Context: an optimization exercise on an open-source flow, tuned for small area. The choices shown serve that exercise and are no tape-out recipe.
The RTL was checked by simulation tests, not by an equivalence proof against the original design.
No activity file was given, so power comes from the tool's default toggle rates.

## try-lagoon
Design riscvCpu, start of the top module:
module riscvCpu #(parameter PC_WIDTH = 32, INS_WIDTH = 32, REG_WIDTH = 32, IMMFULLWIDTH = 19, REG_ADDR_WIDTH = 5, TOTAL_REGS = 32) (
  input logic resetn,
  input logic clk,
  input logic [REG_WIDTH-1:0] regRdData1,
  input logic [REG_WIDTH-1:0] regRdData2,
  input logic [REG_WIDTH-1:0] memrdData,
  input logic [INS_WIDTH-1:0] InstrData,
  output logic [REG_ADDR_WIDTH-1:0] regWrAdr,
  output logic [REG_ADDR_WIDTH-1:0] regRdAdr1,
  output logic [REG_ADDR_WIDTH-1:0] regRdAdr2,
  output logic regWE,
  output logic [REG_WIDTH-1:0] regWrData,
  output logic [PC_WIDTH-1:0] memAdr,
  output logic [REG_WIDTH-1:0] memwrData,
  output logic memWE,
  output logic [PC_WIDTH-1:0] InstrAdr
);
  function automatic logic is_ctrl(input logic [6:0] op);
    is_ctrl = (op == 7'h63) || (op == 7'h6F) || (op == 7'h67);
  endfunction
  logic [31:0] pc;             
  logic [31:0] instr;          
  logic [31:0] ir;             
  logic [31:0] e_rs1, e_rs2;   
  logic [6:0]  e_op;
  logic [4:0]  e_rd, e_ra1, e_ra2;
  logic [2:0]  e_f3;
  logic [6:0]  e_f7;
  logic [31:0] m_res;          
  logic [31:0] badr;           
  logic        dobr;
  logic        m_ctrl, m_load, m_wr, m_fwd;
  logic [4:0]  m_rd;
  ...
==> flow/config.mk <==
export PLATFORM = sky130hd
export DESIGN_NAME = riscvCpu
export DESIGN_NICKNAME = riscvCpu
export VERILOG_FILES = /design/flow/design.v
export SDC_FILE = /design/flow/constraint.sdc
export NUM_CORES = 4
export LEC_CHECK = 0
export CAP_MARGIN = 0
export CORE_MARGIN = 2
export CORE_UTILIZATION = 55
export SLEW_MARGIN = 0
==> flow/constraint.sdc <==
create_clock -name core_clock -period 9.0 [get_ports {clk}]
set_input_delay 1.8000 -clock core_clock [delete_from_list [all_inputs] [get_ports {clk}]]
set_output_delay 1.8000 -clock core_clock [all_outputs]
set_load 0.01 [all_outputs]
standard.sh (not shown) runs the stock make flow with config.mk's settings and CLKGATE_MAP_FILE= SYNTH_SCRIPT=/design/flow/synth_recipe.tcl, a recipe that flattens the netlist after the stock synthesis.
==> flow/flow/run.sh <==
#!/bin/bash
# Own layout flow: the standard ORFS flow (standard.sh) with these changes
# to how the layout is made:
#  * synthesis is the standard synthesis script, but adders are not
#    extracted into adder cells and ABC maps with an area-oriented script
#    (flow/synth.tcl, flow/abc_area.script); registers are unchanged;
#  * the input and output port buffers are the platform's smallest buffer
#    (sky130_fd_sc_hd__buf_1) instead of the delay buffer buffer_ports picks;
#  * clock tree synthesis inserts no dummy loads and builds the tree from
#    sky130_fd_sc_hd__clkbuf_4 and _8 buffers, in sink clusters of up to 16
#    within 60 um.
# make's full output goes to make_finish.log here; each ORFS step's log is
# copied here too.
set -euo pipefail
export FLOW_WORK="$PWD"
export FLOW_ABC_SCRIPT="$PWD/flow/abc_area.script"
bash standard.sh \
  "SYNTH_SCRIPT=$PWD/flow/synth.tcl" \
  "BUFFER_PORTS_ARGS=-buffer_cell sky130_fd_sc_hd__buf_1" \
  "CTS_ARGS=-sink_clustering_enable -repair_clock_nets -dont_use_dummy_load -buf_list {sky130_fd_sc_hd__clkbuf_4 sky130_fd_sc_hd__clkbuf_8} -sink_clustering_size 16 -sink_clustering_max_diameter 60" \
  finish > make_finish.log 2>&1
cp orfs/logs/sky130hd/riscvCpu/base/*.log . 2>/dev/null || true
==> flow/flow/abc_area.script <==
strash
&get -n
&st
&syn2
&dch -f
&nf -a -R 1000
&put
topo
dnsize -c
==> flow/flow/synth.tcl <==
# The standard synthesis (synth_recipe.tcl, sourced unchanged), with two
# changes to how the combinational logic is mapped: full and half adders are
# not extracted into the platform's adder cells (extract_fa does nothing), and
# Yosys's abc pass uses the area-oriented ABC script in abc_area.script instead
# of ORFS's script.
# Flip-flops are mapped before abc runs, so the registers, their names and
# their cell types are exactly those of the standard synthesis.
proc extract_fa {args} {
  puts "extract_fa: skipped, adders are mapped by abc"
}
proc abc {args} {
  set i [lsearch -exact $args -script]
  if { $i >= 0 } {
    set args [lreplace $args [expr {$i + 1}] [expr {$i + 1}] $::env(FLOW_ABC_SCRIPT)]
  }
  yosys abc {*}$args
}
source $::env(FLOW_WORK)/synth_recipe.tcl
Setup changes, try-lagoon to try-xenon
- PLACE_DENSITY now 0.75, previously not set
--- a/flow/flow/run.sh
+++ b/flow/flow/run.sh
@@ -3,5 +3,5 @@
 # to how the layout is made:
-#  * synthesis is the standard synthesis script, but adders are not
-#    extracted into adder cells and ABC maps with an area-oriented script
-#    (flow/synth.tcl, flow/abc_area.script); registers are unchanged;
+#  * synthesis is the standard synthesis script with an area-oriented ABC
+#    mapping script (flow/synth.tcl, flow/abc_area.script); registers are
+#    unchanged;
 #  * the input and output port buffers are the platform's smallest buffer
==> flow/flow/synth.tcl <==
# The standard synthesis (synth_recipe.tcl, sourced unchanged), with one
# change: Yosys's abc pass maps the combinational logic with the
# area-oriented ABC script in abc_area.script instead of ORFS's script.
# Flip-flops are mapped before abc runs, so the registers, their names and
# their cell types are exactly those of the standard synthesis.
proc abc {args} {
  set i [lsearch -exact $args -script]
  if { $i >= 0 } {
    set args [lreplace $args [expr {$i + 1}] [expr {$i + 1}] $::env(FLOW_ABC_SCRIPT)]
  }
  yosys abc {*}$args
}
source $::env(FLOW_WORK)/synth_recipe.tcl
==> comparison <==
try-xenon vs try-lagoon, largest voltage drop on the vdd net went down by 36 µV. Compared with try-lagoon, try-xenon shows a higher met1 routed wirelength after detailed routing. Compared try-xenon vs try-lagoon, and instance count of the mapped netlist is down in try-xenon. Final standard cell utilization of the core: lower on try-lagoon. When try-xenon is set beside try-lagoon, its total number of cells along the worst setup path turns out to be about 26% larger. Register-to-register slack: try-xenon higher than try-lagoon. Total power grows by a few percent when moving from try-lagoon to try-xenon. Going from try-lagoon to try-xenon, number of distinct library cells after synthesis shrank by a little under 10%. Cell area after layout: try-lagoon and try-xenon compared, higher one is try-xenon.

========
riscvCpu, a different RTL version from the one above (not shown whole).
For scale: about 2000 cells after synthesis.
// riscvCpu
module riscvCpu #(parameter PC_WIDTH = 32, INS_WIDTH = 32, REG_WIDTH = 32, IMMFULLWIDTH = 19, REG_ADDR_WIDTH = 5, TOTAL_REGS = 32) (
  input logic resetn,
  input logic clk,
  input logic [REG_WIDTH-1:0] regRdData1,
  input logic [REG_WIDTH-1:0] regRdData2,
  input logic [REG_WIDTH-1:0] memrdData,
  input logic [INS_WIDTH-1:0] InstrData,
  output logic [REG_ADDR_WIDTH-1:0] regWrAdr,
  output logic [REG_ADDR_WIDTH-1:0] regRdAdr1,
  output logic [REG_ADDR_WIDTH-1:0] regRdAdr2,
  output logic regWE,
  output logic [REG_WIDTH-1:0] regWrData,
  output logic [PC_WIDTH-1:0] memAdr,
  output logic [REG_WIDTH-1:0] memwrData,
  output logic memWE,
  output logic [PC_WIDTH-1:0] InstrAdr
);
export LEC_CHECK = 0
export CAP_MARGIN = 0
export CORE_MARGIN = 2
export CORE_UTILIZATION = 55
export SLEW_MARGIN = 0
create_clock -name core_clock -period 9.0 [get_ports {clk}]
==> flow/flow/run.sh <==
#!/bin/bash
# Own layout flow: the standard ORFS flow (standard.sh) with these changes
# to how the layout is made:
#  * synthesis is the standard synthesis script with an area-oriented ABC
#    mapping script (flow/synth.tcl, flow/abc_area.script); registers are
#    unchanged;
#  * the input and output port buffers are the platform's smallest buffer
#    (sky130_fd_sc_hd__buf_1) instead of the delay buffer buffer_ports picks;
#  * clock tree synthesis inserts no dummy loads and builds the tree from
#    sky130_fd_sc_hd__clkbuf_8 buffers, in sink clusters of up to 20 within 60 um.
# make's full output goes to make_finish.log here; each ORFS step's log is
# copied here too.
set -euo pipefail
export FLOW_WORK="$PWD"
export FLOW_ABC_SCRIPT="$PWD/flow/abc_area.script"
bash standard.sh \
  "SYNTH_SCRIPT=$PWD/flow/synth.tcl" \
  "BUFFER_PORTS_ARGS=-buffer_cell sky130_fd_sc_hd__buf_1" \
  "CTS_ARGS=-sink_clustering_enable -repair_clock_nets -dont_use_dummy_load -buf_list sky130_fd_sc_hd__clkbuf_8 -sink_clustering_size 20 -sink_clustering_max_diameter 60" \
  finish > make_finish.log 2>&1
cp orfs/logs/sky130hd/riscvCpu/base/*.log . 2>/dev/null || true
==> flow/flow/abc_area.script <==
strash
dch
amap
topo
dnsize -c
==> flow/flow/synth.tcl <==
# The standard synthesis (synth_recipe.tcl, sourced unchanged), with one
# change: Yosys's abc pass maps the combinational logic with the
# area-oriented ABC script in abc_area.script instead of ORFS's script.
# Flip-flops are mapped before abc runs, so the registers, their names and
# their cell types are exactly those of the standard synthesis.
proc abc {args} {
  set i [lsearch -exact $args -script]
  if { $i >= 0 } {
    set args [lreplace $args [expr {$i + 1}] [expr {$i + 1}] $::env(FLOW_ABC_SCRIPT)]
  }
  yosys abc {*}$args
}
source $::env(FLOW_WORK)/synth_recipe.tcl
The baseline ran to the end with no violations.
Change:
==> flow/flow/abc_area.script (replaced) <==
strash
&get -n
&st
&syn2
&dch -f
&nf -a
&put
topo
dnsize -c
The new run passed the timing, DRC and antenna checks. Sequential share of layout area rose by 0.21 points. Worst setup slack loses 0.017 ns. Core utilization fell by 2.6 points.
Change:
--- a/flow/flow/run.sh
+++ b/flow/flow/run.sh
@@ -10 +10 @@
-#    sky130_fd_sc_hd__clkbuf_8 buffers, in sink clusters of up to 20 within 60 um.
+#    sky130_fd_sc_hd__clkbuf_4 buffers.
@@ -19 +19 @@
-  "CTS_ARGS=-sink_clustering_enable -repair_clock_nets -dont_use_dummy_load -buf_list sky130_fd_sc_hd__clkbuf_8 -sink_clustering_size 20 -sink_clustering_max_diameter 60" \
+  "CTS_ARGS=-sink_clustering_enable -repair_clock_nets -dont_use_dummy_load -buf_list sky130_fd_sc_hd__clkbuf_4" \
- CORE_UTILIZATION: 55 -> 40
- GPL_TIMING_DRIVEN: not set -> 0
What happened:
- first-iteration DRC count shrinks by 12%
- sequential share of layout area shrinks by 1.3 points
- clock power grows by 42%
- critical path depth shrinks by 7
- wire length grows by 7.7%
Change:
- GPL_TIMING_DRIVEN: 0 -> not set
Effect: Clock skew came out higher by 0.0050 ns. Fmax went up slightly. Via count went up slightly. Setup slack is better by 0.042 ns. Cell count rose by a few percent. Non-clock buffer count went up by 61. Area after synthesis does not change.

========
run 1:
Another version of the RTL of riscvCpu (not shown whole).
Size: ~310 flip-flops, ~18,000 um2 of cells after synthesis.
==> flow/config.mk <==
export PLATFORM = sky130hd
export DESIGN_NAME = riscvCpu
export DESIGN_NICKNAME = riscvCpu
export VERILOG_FILES = /design/flow/design.v
export SDC_FILE = /design/flow/constraint.sdc
export NUM_CORES = 4
export LEC_CHECK = 0
export CAP_MARGIN = 0
export CORE_MARGIN = 2
export CORE_UTILIZATION = 55
export GPL_ROUTABILITY_DRIVEN = 0
export PLACE_DENSITY = 0.75
export SLEW_MARGIN = 0
==> flow/constraint.sdc <==
create_clock -name core_clock -period 9.0 [get_ports {clk}]
set_input_delay 1.8000 -clock core_clock [delete_from_list [all_inputs] [get_ports {clk}]]
set_output_delay 1.8000 -clock core_clock [all_outputs]
set_load 0.01 [all_outputs]
==> flow/flow/run.sh <==
#!/bin/bash
# Own layout flow: the standard ORFS flow (standard.sh) with these changes
# to how the layout is made:
#  * synthesis is the standard synthesis script, but adders are not
#    extracted into adder cells and ABC maps with an area-oriented script
#    (flow/synth.tcl, flow/abc_area.script); registers are unchanged;
#  * the input and output port buffers are the platform's smallest buffer
#    (sky130_fd_sc_hd__buf_1) instead of the delay buffer buffer_ports picks;
#  * clock tree synthesis inserts no dummy loads and builds the tree from
#    sky130_fd_sc_hd__clkbuf_4 and _8 buffers, in sink clusters of up to 16
#    within 60 um.
# make's full output goes to make_finish.log here; each ORFS step's log is
# copied here too.
set -euo pipefail
export FLOW_WORK="$PWD"
export FLOW_ABC_SCRIPT="$PWD/flow/abc_area.script"
bash standard.sh \
  "SYNTH_SCRIPT=$PWD/flow/synth.tcl" \
  "BUFFER_PORTS_ARGS=-buffer_cell sky130_fd_sc_hd__buf_1" \
  "CTS_ARGS=-sink_clustering_enable -repair_clock_nets -dont_use_dummy_load -buf_list {sky130_fd_sc_hd__clkbuf_4 sky130_fd_sc_hd__clkbuf_8} -sink_clustering_size 16 -sink_clustering_max_diameter 60" \
  finish > make_finish.log 2>&1
cp orfs/logs/sky130hd/riscvCpu/base/*.log . 2>/dev/null || true
==> flow/flow/abc_area.script <==
strash
&get -n
&st
&syn2
&dch -f
&nf -a -R 1000
&put
topo
upsize -c
dnsize -c
==> flow/flow/synth.tcl <==
# The standard synthesis (synth_recipe.tcl, sourced unchanged), with two
# changes to how the combinational logic is mapped: full and half adders are
# not extracted into the platform's adder cells (extract_fa does nothing), and
# Yosys's abc pass uses the area-oriented ABC script in abc_area.script instead
# of ORFS's script.
# Flip-flops are mapped before abc runs, so the registers, their names and
# their cell types are exactly those of the standard synthesis.
proc extract_fa {args} {
  puts "extract_fa: skipped, adders are mapped by abc"
}
proc abc {args} {
  set i [lsearch -exact $args -script]
  if { $i >= 0 } {
    set args [lreplace $args [expr {$i + 1}] [expr {$i + 1}] $::env(FLOW_ABC_SCRIPT)]
  }
  yosys abc {*}$args
}
source $::env(FLOW_WORK)/synth_recipe.tcl
Run 1 finished end to end and its layout was clean on timing, DRC and antenna.
The following lists how run 2 was set up differently from run 1:
# run 1
export LEC_CHECK = 0
export CAP_MARGIN = 0
export CORE_MARGIN = 2
export CORE_UTILIZATION = 55
export GPL_ROUTABILITY_DRIVEN = 0
export PLACE_DENSITY = 0.75
export SLEW_MARGIN = 0
create_clock -name core_clock -period 9.0 [get_ports {clk}]
# run 2
export LEC_CHECK = 0
export CAP_MARGIN = 0
export CORE_MARGIN = 2
export CORE_UTILIZATION = 55
export PLACE_DENSITY = 0.75
export SLEW_MARGIN = 0
create_clock -name core_clock -period 9.0 [get_ports {clk}]
==> flow/flow/abc_area.script <==
strash
&get -n
&st
&syn2
&dch -f
&nf -a -R 1000
&put
topo
dnsize -c
Notes after the runs:
- Per the final summary, run 2 finished and its layout is clean on timing, DRC and antenna.
- Run 1 finished all stages; the layout is clean.
- Taking run 1 as the reference, in run 2 cell count went up; buffering overhead went up; worst slew slack as a fraction of its limit went down; global-route met1 utilization went up; power density over the cells did not really move.
- Looking at worst setup margin across run 2 and run 1, the one that comes out lower is run 1.
- Sort run 2 and run 1 by global-route wire length before repair, ascending, and run 1 comes first.
- Of run 2 and run 1, run 1 shows the lower part of the power in combinational logic, with run 2 above it.
- Clock share of power, run 2 and run 1, higher one = run 1.
- Against run 1, run 2 comes in 130 ps lower on data arrival time at the worst-slack endpoint.
- Re simple logic cell fraction of the synthesized area: run 2 is 0.40 points down on run 1.
## Diff of input files: run 3 against run 2
# run 2
export LEC_CHECK = 0
export CAP_MARGIN = 0
export CORE_MARGIN = 2
export CORE_UTILIZATION = 55
export PLACE_DENSITY = 0.75
export SLEW_MARGIN = 0
create_clock -name core_clock -period 9.0 [get_ports {clk}]
# run 3
export LEC_CHECK = 0
export CAP_MARGIN = 0
export CORE_MARGIN = 2
export CORE_UTILIZATION = 60
export PLACE_DENSITY = 0.75
export SLEW_MARGIN = 0
create_clock -name core_clock -period 9.0 [get_ports {clk}]
==> comparison <==
- Changes observed in run 3 relative to run 2: minimum hold slack went up; sum of routed wire length over all layers went up about 0.64%; switching part of the total now larger; die area went down by 8.2%.
- The global routing usage summed across all routing layers number comes out higher for run 3 vs run 2.
- Looking at final critical-path share of the clock period across run 2 and run 3, the one that comes out higher is run 3.
- Run 2 leaves more setup margin than run 3.
- Looking at met2 track utilization from global routing, run 3 sits 6.9 points above run 2.
- Run 2 → run 3: total power has increased; depth of the worst register-to-register path has decreased; count of fill cells added during filler insertion has decreased.
For run 4, these inputs were changed with respect to run 3:
# run 3
export LEC_CHECK = 0
export CAP_MARGIN = 0
export CORE_MARGIN = 2
export CORE_UTILIZATION = 60
export PLACE_DENSITY = 0.75
export SLEW_MARGIN = 0
create_clock -name core_clock -period 9.0 [get_ports {clk}]
# run 4
export LEC_CHECK = 0
export CAP_MARGIN = 0
export CORE_MARGIN = 2
export CORE_UTILIZATION = 55
export PLACE_DENSITY = 0.75
export SLEW_MARGIN = 0
create_clock -name core_clock -period 9.0 [get_ports {clk}]
==> flow/flow/abc_area.script <==
strash
&get -n
&st
&syn2
&dch -f
&nf -a -R 1000
&put
topo
stime -c
upsize -c
dnsize -c
upsize -c
dnsize -c
==> run summary <==
Summary of run 4 over run 3: maximum clock frequency up 1.2 MHz; non-clock buffer instance count of the final layout decreased by 9.5% relative to the old numbers; final standard cell area without fillers now sits lower; count of clock-net buffers in the final layout higher. Looking at critical path startpoint, the pc[2]$_DFFE_PN0P_ result is from run 3; the e_op[3]$_DFF_PN0_ one comes from run 4. The final layout from run 4, which completed every stage, passed the timing, DRC and antenna checks at the end of the flow.
#### Input delta (run 5 over run 4)
==> flow/flow/abc_area.script <==
strash
&get -n
&st
&syn2
&dch -f
&nf -a -R 1000
&put
topo
upsize -c
dnsize -c
For share of the synthesized area in compound gates (AO/OA/AOI/OAI), run 5 and run 4 come out practically identical. Looking only at reported net switching power, and setting everything else aside, the lower value of run 5 and run 4 goes to run 4. Run 5 — worst setup margin 24 ps lower, run 4 as reference. The flow did not stop early for run 5: all stages ran, and the layout cleared the timing, DRC and antenna checks. Summary — share of the clock period used by the worst path, run 5 relative to run 4: higher, by 0.27 points. Run 5 vs run 4 on DRC violation total after the first TritonRoute iteration: run 5 is the higher one.

==> re-timing with driven ports <==
No port has a modelled driver above. Below, the same layouts with a new extraction and two added sets of constraints. Step 1, drivers: a clkbuf_16 drives clk and a buf_2 each remaining input, both assumed. Step 2 moves the port delays by t, midway between the first and last clock arrival at a register: inputs arrive t later, outputs are due t later. That takes back most of the time a late clock gives input paths. Slacks: no drivers / after step 1 / after step 2; pairs: no drivers / after step 1.
| run | t (ns) | slack for setup (ns) | hold WS [ns] | worst register clock-pin slew, ns |
|---|---|---|---|---|
| try-lagoon | 0.657 | 0.211 / 0.159 / 0.449 | 0.324 / 0.324 / 0.324 | 0.11 / 0.11 |
| try-xenon | 0.631 | 0.398 / 0.349 / 0.576 | 0.286 / 0.286 / 0.286 | 0.10 / 0.10 |
| the first run of note 2 | 0.637 | 0.374 / 0.321 / 0.467 | 0.281 / 0.281 / 0.281 | 0.12 / 0.12 |
| the second run of note 2 | 0.639 | 0.357 / 0.327 / 0.357 | 0.304 / 0.304 / 0.304 | 0.12 / 0.12 |
| the third run of note 2 | 0.859 | 0.246 / 0.189 / 0.330 | 0.284 / 0.284 / 0.284 | 0.07 / 0.07 |
| the fourth run of note 2 | 0.860 | 0.288 / 0.230 / 0.569 | 0.282 / 0.282 / 0.282 | 0.07 / 0.07 |
| run 1 | 0.629 | 0.380 / 0.331 / 0.591 | 0.330 / 0.330 / 0.330 | 0.10 / 0.10 |
| run 2 | 0.641 | 0.508 / 0.457 / 0.716 | 0.311 / 0.311 / 0.311 | 0.10 / 0.10 |
| run 3 | 0.642 | 0.435 / 0.383 / 0.614 | 0.315 / 0.315 / 0.315 | 0.11 / 0.11 |
| run 4 | 0.646 | 0.521 / 0.470 / 0.644 | 0.307 / 0.307 / 0.307 | 0.10 / 0.10 |
| run 5 | 0.654 | 0.496 / 0.444 / 0.645 | 0.307 / 0.307 / 0.307 | 0.11 / 0.11 |
After both steps every run listed still meets setup and hold.
